Context: an optimization exercise on an open-source flow, tuned for small area and a short achievable clock period. The choices shown serve that exercise and are no tape-out recipe. Only simulation tests tie the RTL to the original design; equivalence was not proved. No driver is modelled on the clock port, so clocking that relies on it looks cheaper here than on a real chip. Power is estimated from default activity; no workload was simulated.

v6:
## booth_mul_top
module booth_mul_top(clk, A, B, m, ov);
	input clk;
	input [15:0] A, B;
	output reg [30:0] m;
	output reg ov;
	reg [15:0] a_q, b_q;
	wire [30:0] m_w;
	wire ov_w;
	BoothMUL mul(.A(a_q), .B(b_q), .m(m_w), .ov(ov_w));
	always @(posedge clk) begin
		a_q <= A;
		b_q <= B;
		m <= m_w;
		ov <= ov_w;
	end
endmodule
==> flow/config.mk <==
export PLATFORM = sky130hd
export DESIGN_NAME = booth_mul_top
export DESIGN_NICKNAME = booth_mul_top
export VERILOG_FILES = /design/flow/design.v
export SDC_FILE = /design/flow/constraint.sdc
export NUM_CORES = 4
export LEC_CHECK = 0
export ABC_AREA = 1
export CAP_MARGIN = 20
export CORE_MARGIN = 2
export CORE_UTILIZATION = 50
export CTS_BUF_LIST = sky130_fd_sc_hd__clkbuf_8
export HOLD_SLACK_MARGIN = 0.05
export SLEW_MARGIN = 70
export SYNTH_HIERARCHICAL = 1
export SYNTH_MINIMUM_KEEP_SIZE = 0
==> flow/constraint.sdc <==
create_clock -name core_clock -period 12.2 [get_ports {clk}]
set_input_delay 2.4400 -clock core_clock [delete_from_list [all_inputs] [get_ports {clk}]]
set_output_delay 2.4400 -clock core_clock [all_outputs]
set_load 0.01 [all_outputs]
standard.sh (not shown) runs the stock make flow with config.mk's settings and CLKGATE_MAP_FILE= SYNTH_SCRIPT=/design/flow/synth_recipe.tcl, a recipe that flattens the netlist after the stock synthesis.
==> flow/flow/run.sh <==
#!/bin/bash
# The standard layout (standard.sh, unchanged synthesis) with two changes:
# - the port buffers use sky130_fd_sc_hd__buf_1 (every port still gets one);
# - after clock tree synthesis, flow/skew.tcl delays the clock of the output
#   registers m and ov whose data paths are long, by a short chain of clock
#   delay cells (useful skew for the register-to-register path through the
#   multiplier).
export BUFFER_PORTS_ARGS="-buffer_cell sky130_fd_sc_hd__buf_1"
export POST_CTS_TCL="$PWD/flow/skew.tcl"
bash standard.sh > standard.log 2>&1
==> flow/flow/skew.tcl <==
# POST_CTS_TCL hook: useful skew for the register-to-register path through
# the multiplier. The clock of the output registers (m, ov) whose data paths
# are long is delayed by a short chain of clock delay cells, so that the path
# a_q/b_q -> m gets more time. The output ports, which m and ov drive, lose the
# same time. The delay is chosen to balance the two: the worst slack of the
# internal paths and of the output ports come out about equal. A register
# whose shortest path is short (small hold slack) gets a shorter chain.
# Every cell added is a clock buffer or delay cell on the clock net; the
# registers themselves are untouched.
set_propagated_clock [all_clocks]
estimate_parasitics -placement

set P "sky130_fd_sc_hd__"
# chains and their approximate added delay (ns), shortest first
set chains [list \
  [list 0.33 [list ${P}clkdlybuf4s18_1 ${P}clkbuf_4]] \
  [list 0.38 [list ${P}clkdlybuf4s25_1 ${P}clkbuf_4]] \
  [list 0.58 [list ${P}clkdlybuf4s50_1 ${P}clkbuf_4]] \
  [list 0.82 [list ${P}clkdlybuf4s50_1 ${P}clkdlybuf4s18_1 ${P}clkbuf_4]] \
  [list 0.87 [list ${P}clkdlybuf4s50_1 ${P}clkdlybuf4s25_1 ${P}clkbuf_4]] \
  [list 1.10 [list ${P}clkdlybuf4s50_1 ${P}clkdlybuf4s50_1 ${P}clkbuf_4]] \
  [list 1.39 [list ${P}clkdlybuf4s50_1 ${P}clkdlybuf4s50_1 ${P}clkdlybuf4s25_1 ${P}clkbuf_4]] \
]

proc worst {args} {
  set p [find_timing_paths {*}$args -path_delay max]
  return [get_property [lindex $p 0] slack]
}
set s_out [worst -to [all_outputs]]
set s_in [worst -from [all_inputs]]
puts "skew: before: output slack $s_out input slack $s_in"

set regs {}
foreach c [all_registers -cells] {
  set name [get_full_name $c]
  if {![regexp {^(m\[[0-9]+\]|ov)\$} $name]} { continue }
  set d [get_pins $name/D]
  lappend regs [list $name [get_property $d slack_max] [get_property $d slack_min]]
}
set s_int 1e9
foreach r $regs { if {[lindex $r 1] < $s_int} { set s_int [lindex $r 1] } }
puts "skew: before: internal slack $s_int"

set best -1
set best_ws -1e9
for {set i 0} {$i < [llength $chains]} {incr i} {
  set dly [lindex [lindex $chains $i] 0]
  set ws [expr {$s_out - $dly}]
  foreach r $regs {
    lassign $r name smax smin
    # registers that gain nothing keep their clock
    if {$smax >= $s_out - $dly} { continue }
    set ws [expr {min($ws, $smax + $dly)}]
  }
  puts "skew: chain $i (+$dly ns) predicted worst slack $ws"
  if {$ws > $best_ws} { set best_ws $ws; set best $i }
}
set dly [lindex [lindex $chains $best] 0]
puts "skew: using chain $best (+$dly ns)"

set groups [dict create]
foreach r $regs {
  lassign $r name smax smin
  if {$smax >= $s_out - $dly} { continue }
  # longest chain up to the chosen one that the hold slack allows
  set tier -1
  for {set i $best} {$i >= 0} {incr i -1} {
    if {[lindex [lindex $chains $i] 0] < $smin + 0.1} { set tier $i; break }
  }
  puts "skew: $name setup slack $smax hold slack $smin chain $tier"
  if {$tier < 0} { continue }
  set net [get_full_name [get_nets -of_objects [get_pins $name/CLK]]]
  dict lappend groups "$net $tier" "$name/CLK"
}
set k 0
dict for {key pins} $groups {
  lassign $key netname tier
  puts "skew: net $netname chain $tier drives [llength $pins] output registers"
  set cur $netname
  foreach cell [lindex [lindex $chains $tier] 1] {
    insert_buffer -buffer_cell $cell -net [get_nets $cur] -load_pins [get_pins $pins] -buffer_name "skew_buf_$k"
    incr k
    set cur [get_full_name [get_nets -of_objects [get_pins [lindex $pins 0]]]]
  }
}
detailed_placement
check_placement -verbose
estimate_parasitics -placement
puts "skew: after: output slack [worst -to [all_outputs]] internal slack [worst -from [all_registers -clock_pins] -to [all_registers -data_pins]]"
report_clock_skew
report_checks -path_delay min -digits 3
Input-level comparison between v7 and v6:
--- a/flow/flow/skew.tcl
+++ b/flow/flow/skew.tcl
@@ -17,9 +17,14 @@
   [list 0.38 [list ${P}clkdlybuf4s25_1 ${P}clkbuf_4]] \
   [list 0.58 [list ${P}clkdlybuf4s50_1 ${P}clkbuf_4]] \
+  [list 0.72 [list ${P}clkdlybuf4s50_1 ${P}clkbuf_1 ${P}clkbuf_4]] \
   [list 0.82 [list ${P}clkdlybuf4s50_1 ${P}clkdlybuf4s18_1 ${P}clkbuf_4]] \
   [list 0.87 [list ${P}clkdlybuf4s50_1 ${P}clkdlybuf4s25_1 ${P}clkbuf_4]] \
+  [list 1.00 [list ${P}clkdlybuf4s50_1 ${P}clkdlybuf4s25_1 ${P}clkbuf_1 ${P}clkbuf_4]] \
   [list 1.10 [list ${P}clkdlybuf4s50_1 ${P}clkdlybuf4s50_1 ${P}clkbuf_4]] \
+  [list 1.24 [list ${P}clkdlybuf4s50_1 ${P}clkdlybuf4s50_1 ${P}clkbuf_1 ${P}clkbuf_4]] \
   [list 1.39 [list ${P}clkdlybuf4s50_1 ${P}clkdlybuf4s50_1 ${P}clkdlybuf4s25_1 ${P}clkbuf_4]] \
 ]
+# the internal paths lose about this much (ns) from here to the routed layout
+set bias 0.1
 
 proc worst {args} {
@@ -51,5 +56,5 @@
     # registers that gain nothing keep their clock
     if {$smax >= $s_out - $dly} { continue }
-    set ws [expr {min($ws, $smax + $dly)}]
+    set ws [expr {min($ws, $smax + $dly - $bias)}]
   }
   puts "skew: chain $i (+$dly ns) predicted worst slack $ws"
[summary]
Compared with v6, in v7 final worst slack flat, number of inverters outside the clock class in the layout flat. Summary of v7 over v6: detailed route wirelength on metal2 now sits at about the same level; overall overflow remaining after global route now sits at about the same level; global-route wire length before repair neither gained nor lost much; fraction of power consumed by combinational cells did not really move; number of combinational gates with multiple inputs level. Between v7 and v6, the difference in cell count along the critical path is negligible.

========
Another version of the RTL of booth_mul_top (not shown whole).
Size: ~870 cells after synthesis, about 64 flip-flops, about 65 I/O pins, roughly 0.0078 mm² of cells after synthesis.
Design booth_mul_top, start of the top module:
module booth_mul_top(clk, A, B, m, ov);
	input clk;
	input [15:0] A, B;
	output reg [30:0] m;
	output reg ov;
	reg [15:0] a_q, b_q;
	wire [30:0] m_w;
	wire ov_w;
	BoothMUL mul(.A(a_q), .B(b_q), .m(m_w), .ov(ov_w));
	always @(posedge clk) begin
		a_q <= A;
		b_q <= B;
		m <= m_w;
		ov <= ov_w;
	end
endmodule
clock: 12.2 ns
lec_check: 0
abc_area: 1
cap_margin: 20
core_margin: 2
core_utilization: 50
hold_slack_margin: 0.05
slew_margin: 70
synth_hierarchical: 1
synth_minimum_keep_size: 0
==> flow/flow/run.sh <==
#!/bin/bash
# The standard layout (standard.sh, unchanged synthesis) with two changes:
# - the port buffers use sky130_fd_sc_hd__buf_1 (every port still gets one);
# - after clock tree synthesis, flow/skew.tcl delays the clock of the output
#   registers m and ov whose data paths are long, by a short chain of clock
#   delay cells (useful skew for the register-to-register path through the
#   multiplier); flow/skew_cells.txt sets the chains.
export BUFFER_PORTS_ARGS="-buffer_cell sky130_fd_sc_hd__buf_1"
export POST_CTS_TCL="$PWD/flow/skew.tcl"
export SKEW_FILE="$PWD/flow/skew_cells.txt"
bash standard.sh > standard.log 2>&1
==> flow/flow/skew.tcl <==
set f [open $::env(SKEW_FILE)]
set lines [split [string trim [read $f]] "\n"]
close $f
set max_slack [lindex $lines 0]
set tiers [lrange $lines 1 end]
set_propagated_clock [all_clocks]
estimate_parasitics -placement
set groups [dict create]
foreach c [all_registers -cells] {
  set name [get_full_name $c]
  if {![regexp {^(m\[[0-9]+\]|ov)\$} $name]} { continue }
  set d [get_pins $name/D]
  set smax [get_property $d slack_max]
  set smin [get_property $d slack_min]
  set tier -1
  if {$smax < $max_slack} {
    for {set t 0} {$t < [llength $tiers]} {incr t} {
      if {$smin > [lindex [lindex $tiers $t] 0]} { set tier $t; break }
    }
  }
  puts "skew: $name setup slack $smax hold slack $smin tier $tier"
  if {$tier < 0} { continue }
  set net [get_full_name [get_nets -of_objects [get_pins $name/CLK]]]
  dict lappend groups "$net $tier" "$name/CLK"
}
set k 0
dict for {key pins} $groups {
  lassign $key netname tier
  puts "skew: net $netname tier $tier drives [llength $pins] output registers"
  set cur $netname
  foreach cell [split [lindex [lindex $tiers $tier] 1] ","] {
    insert_buffer -buffer_cell $cell -net [get_nets $cur] -load_pins [get_pins $pins] -buffer_name "skew_buf_$k"
    incr k
    set cur [get_full_name [get_nets -of_objects [get_pins [lindex $pins 0]]]]
  }
}
detailed_placement
check_placement -verbose
estimate_parasitics -placement
report_clock_skew
report_checks -path_delay max -digits 3
report_checks -path_delay min -digits 3
==> flow/flow/skew_cells.txt <==
8.3
0.9 sky130_fd_sc_hd__clkdlybuf4s50_1,sky130_fd_sc_hd__clkdlybuf4s25_1,sky130_fd_sc_hd__clkbuf_4
The baseline finished clean.
Edit:
--- a/flow/config.mk
+++ b/flow/config.mk
@@ -11,2 +11,3 @@
 export CORE_UTILIZATION = 50
+export CTS_BUF_LIST = sky130_fd_sc_hd__clkbuf_8
 export HOLD_SLACK_MARGIN = 0.05
After rerunning: The changed run finished clean. Total power falls by 2.2%. Synthesized area does not change. Global-route usage hardly moves. Design area came out lower by 1.1%. Utilization drops by 0.63 points. Worst hold slack is worse by 0.082 ns. Routed wire length falls by 0.57%.
Edit:
==> flow/flow/skew_cells.txt (replaced) <==
8.3
1.1 sky130_fd_sc_hd__clkdlybuf4s50_1,sky130_fd_sc_hd__clkdlybuf4s25_1,sky130_fd_sc_hd__clkbuf_4
0.8 sky130_fd_sc_hd__clkdlybuf4s50_1,sky130_fd_sc_hd__clkbuf_4
--- a/flow/config.mk
+++ b/flow/config.mk
@@ -11,5 +11,4 @@
 export CORE_UTILIZATION = 50
-export CTS_BUF_LIST = sky130_fd_sc_hd__clkbuf_8
 export HOLD_SLACK_MARGIN = 0.05
-export SLEW_MARGIN = 70
+export SLEW_MARGIN = 80
 export SYNTH_HIERARCHICAL = 1
Outcome: Worst hold slack improved by 0.34 ns. Synthesized cell count does not change. Design area rises by about 3.7%. Core utilization rises by 2.0 points. Power increases by about 4%. Clock power climbs by 29%. Setup slack is worse by 0.11 ns. Clock skew shrinks by 0.080 ns. Combinational power hardly moves. Wire length hardly moves. Final cell count climbs by about 0.36%.
Edit:
==> flow/flow/run.sh (replaced) <==
#!/bin/bash
# The standard layout (standard.sh, unchanged synthesis), except that the
# port buffers inserted at placement use sky130_fd_sc_hd__buf_1 instead of the
# resizer's default choice (clkdlybuf4s50_1). Every port still gets a buffer.
export BUFFER_PORTS_ARGS="-buffer_cell sky130_fd_sc_hd__buf_1"
bash standard.sh > standard.log 2>&1
--- a/flow/config.mk
+++ b/flow/config.mk
@@ -11,3 +11,2 @@
 export CORE_UTILIZATION = 50
-export HOLD_SLACK_MARGIN = 0.05
 export SLEW_MARGIN = 80
removed: flow/flow/skew.tcl
removed: flow/flow/skew_cells.txt
Wire length is lower slightly; via count is lower slightly; cell count fell slightly; area after synthesis is unchanged; final area went down slightly; sequential power hardly moves; clock skew fell by 0.87 ns; sequential share of layout area came out higher by 0.22 points; flip-flop and latch count does not change.
Edit:
==> flow/flow/run.sh (replaced) <==
#!/bin/bash
# The standard layout (standard.sh, unchanged synthesis) with two changes:
# - the port buffers use sky130_fd_sc_hd__buf_1 (every port still gets one);
# - after clock tree synthesis, flow/skew.tcl delays the clock of the output
#   registers m and ov whose data paths are long, by a short chain of clock
#   delay cells (useful skew for the register-to-register path through the
#   multiplier); flow/skew_cells.txt sets the chains.
export BUFFER_PORTS_ARGS="-buffer_cell sky130_fd_sc_hd__buf_1"
export POST_CTS_TCL="$PWD/flow/skew.tcl"
export SKEW_FILE="$PWD/flow/skew_cells.txt"
bash standard.sh > standard.log 2>&1
==> flow/flow/skew.tcl (new file) <==
set f [open $::env(SKEW_FILE)]
set lines [split [string trim [read $f]] "\n"]
close $f
set max_slack [lindex $lines 0]
set tiers [lrange $lines 1 end]
set_propagated_clock [all_clocks]
estimate_parasitics -placement
set groups [dict create]
foreach c [all_registers -cells] {
  set name [get_full_name $c]
  if {![regexp {^(m\[[0-9]+\]|ov)\$} $name]} { continue }
  set d [get_pins $name/D]
  set smax [get_property $d slack_max]
  set smin [get_property $d slack_min]
  set tier -1
  if {$smax < $max_slack} {
    for {set t 0} {$t < [llength $tiers]} {incr t} {
      if {$smin > [lindex [lindex $tiers $t] 0]} { set tier $t; break }
    }
  }
  puts "skew: $name setup slack $smax hold slack $smin tier $tier"
  if {$tier < 0} { continue }
  set net [get_full_name [get_nets -of_objects [get_pins $name/CLK]]]
  dict lappend groups "$net $tier" "$name/CLK"
}
set k 0
dict for {key pins} $groups {
  lassign $key netname tier
  puts "skew: net $netname tier $tier drives [llength $pins] output registers"
  set cur $netname
  foreach cell [split [lindex [lindex $tiers $tier] 1] ","] {
    insert_buffer -buffer_cell $cell -net [get_nets $cur] -load_pins [get_pins $pins] -buffer_name "skew_buf_$k"
    incr k
    set cur [get_full_name [get_nets -of_objects [get_pins [lindex $pins 0]]]]
  }
}
detailed_placement
check_placement -verbose
estimate_parasitics -placement
report_clock_skew
report_checks -path_delay max -digits 3
report_checks -path_delay min -digits 3
==> flow/flow/skew_cells.txt (new file) <==
8.3
0.9 sky130_fd_sc_hd__clkdlybuf4s50_1,sky130_fd_sc_hd__clkdlybuf4s18_1,sky130_fd_sc_hd__clkbuf_4
--- a/flow/config.mk
+++ b/flow/config.mk
@@ -11,2 +11,3 @@
 export CORE_UTILIZATION = 50
+export HOLD_SLACK_MARGIN = 0.05
 export SLEW_MARGIN = 80
=>
- The changed run completed without violations
- area after synthesis does not change
- setup slack gets better by 0.79 ns
- via count grows slightly
- power grows by a few percent
- wire length rose slightly
- synthesized cell count is unchanged
- critical path depth does not change
- clock skew rises by 0.82 ns
- hold slack gets worse by 0.59 ns
- core utilization increases by 0.72 points
- design area went up slightly
Edit:
==> flow/flow/run.sh (replaced) <==
#!/bin/bash
# The standard layout (standard.sh, unchanged synthesis) with two changes:
# - the port buffers use sky130_fd_sc_hd__buf_1 (every port still gets one);
# - after clock tree synthesis, flow/skew.tcl delays the clock of the output
#   registers m and ov by a short chain of clock delay cells (useful skew for
#   the register-to-register path through the multiplier).
export BUFFER_PORTS_ARGS="-buffer_cell sky130_fd_sc_hd__buf_1"
export POST_CTS_TCL="$PWD/flow/skew.tcl"
export SKEW_CELLS="$(cat flow/skew_cells.txt)"
bash standard.sh > standard.log 2>&1
==> flow/flow/skew.tcl (replaced) <==
# POST_CTS_TCL hook: delay the clock of the output registers (m, ov) so that
# the long register-to-register path through the multiplier (a_q/b_q -> m)
# gets more time. The output ports, which m and ov drive, lose the same time
# (they have plenty). Every cell added is a clock buffer or delay cell on the
# clock net; the registers themselves are untouched.
set cells [split $::env(SKEW_CELLS) ","]
set_propagated_clock [all_clocks]
set groups [dict create]
foreach c [all_registers -cells] {
  set name [get_full_name $c]
  if {[regexp {^(m\[[0-9]+\]|ov)\$} $name]} {
    set pin [get_pins -of_objects $c -filter "direction==input"]
    foreach p $pin {
      if {[get_property $p lib_pin_name] eq "CLK"} {
        set net [get_full_name [get_nets -of_objects $p]]
        dict lappend groups $net [get_full_name $p]
      }
    }
  }
}
set k 0
dict for {netname pins} $groups {
  puts "skew: net $netname drives [llength $pins] output registers"
  set cur $netname
  foreach cell $cells {
    insert_buffer -buffer_cell $cell -net [get_nets $cur] -load_pins [get_pins $pins] -buffer_name "skew_buf_$k"
    incr k
    set cur [get_full_name [get_nets -of_objects [get_pins [lindex $pins 0]]]]
  }
}
detailed_placement
check_placement -verbose
estimate_parasitics -placement
report_clock_skew
report_checks -path_delay max -digits 3
report_checks -path_delay min -digits 3
==> flow/flow/skew_cells.txt (replaced) <==
sky130_fd_sc_hd__clkdlybuf4s50_1,sky130_fd_sc_hd__clkdlybuf4s25_1,sky130_fd_sc_hd__clkbuf_4
--- a/flow/config.mk
+++ b/flow/config.mk
@@ -11,3 +11,3 @@
 export CORE_UTILIZATION = 50
-export HOLD_SLACK_MARGIN = 0.05
+export HOLD_SLACK_MARGIN = 0.1
 export SLEW_MARGIN = 80
The changed run ran to the end with no violations.
Hold slack gets worse by 0.062 ns.
Power went up by 2.5%.
Die area does not change.
Design area grows by 1.9%.
Setup slack is worse by 0.44 ns.
Wire length climbs by 1.8%.

port drivers added, routing unchanged:
The flow's constraints put no driver on any port. The routed layouts listed below were extracted and timed again, unchanged, in two steps. Step 1 (the two cells are an assumption about what drives the block):
set clk [get_ports {clk}]
set_driving_cell -lib_cell sky130_fd_sc_hd__clkbuf_16 $clk
set_driving_cell -lib_cell sky130_fd_sc_hd__buf_2 [delete_from_list [all_inputs] $clk]
Step 2, shift: input delay + t, output delay - t, t = (earliest + latest rising clock arrival at the registers) / 2. This alone moves slack from input paths to output paths. a / b / c = ideal / step 1 / step 2; a / b = the first two.
run | t, ns | setup WS [ns] | hold slack, ns | latest minus earliest clock arrival (ns) | slew at the worst register clock pin (ns)
v6 | 0.807 | 8.081 / 8.044 / 8.110 | 0.181 / 0.181 / 0.181 | 0.835 / 0.836 | 0.10 / 0.10
v7 | 0.807 | 8.081 / 8.044 / 8.110 | 0.181 / 0.181 / 0.181 | 0.835 / 0.836 | 0.10 / 0.10
the first run of note 2 | 0.817 | 8.036 / 8.033 / 8.036 | 0.106 / 0.106 / 0.106 | 0.874 / 0.874 | 0.09 / 0.09
the second run of note 2 | 0.880 | 7.968 / 7.929 / 8.020 | 0.025 / 0.025 / 0.025 | 0.958 / 0.957 | 0.09 / 0.09
the third run of note 2 | 0.813 | 7.856 / 7.856 / 7.856 | 0.363 / 0.363 / 0.363 | 0.878 / 0.878 | 0.08 / 0.08
the fourth run of note 2 | 0.382 | 7.293 / 7.293 / 7.293 | 0.725 / 0.725 / 0.725 | 0.008 / 0.008 | 0.06 / 0.06
the fifth run of note 2 | 0.788 | 8.084 / 8.079 / 8.084 | 0.135 / 0.135 / 0.135 | 0.827 / 0.827 | 0.10 / 0.10
the sixth run of note 2 | 0.818 | 7.643 / 7.643 / 7.643 | 0.073 / 0.073 / 0.073 | 0.886 / 0.885 | 0.10 / 0.10
Clock arrivals are far apart in 7 of these runs, so t is only a midpoint there and step 2 fits no single register.
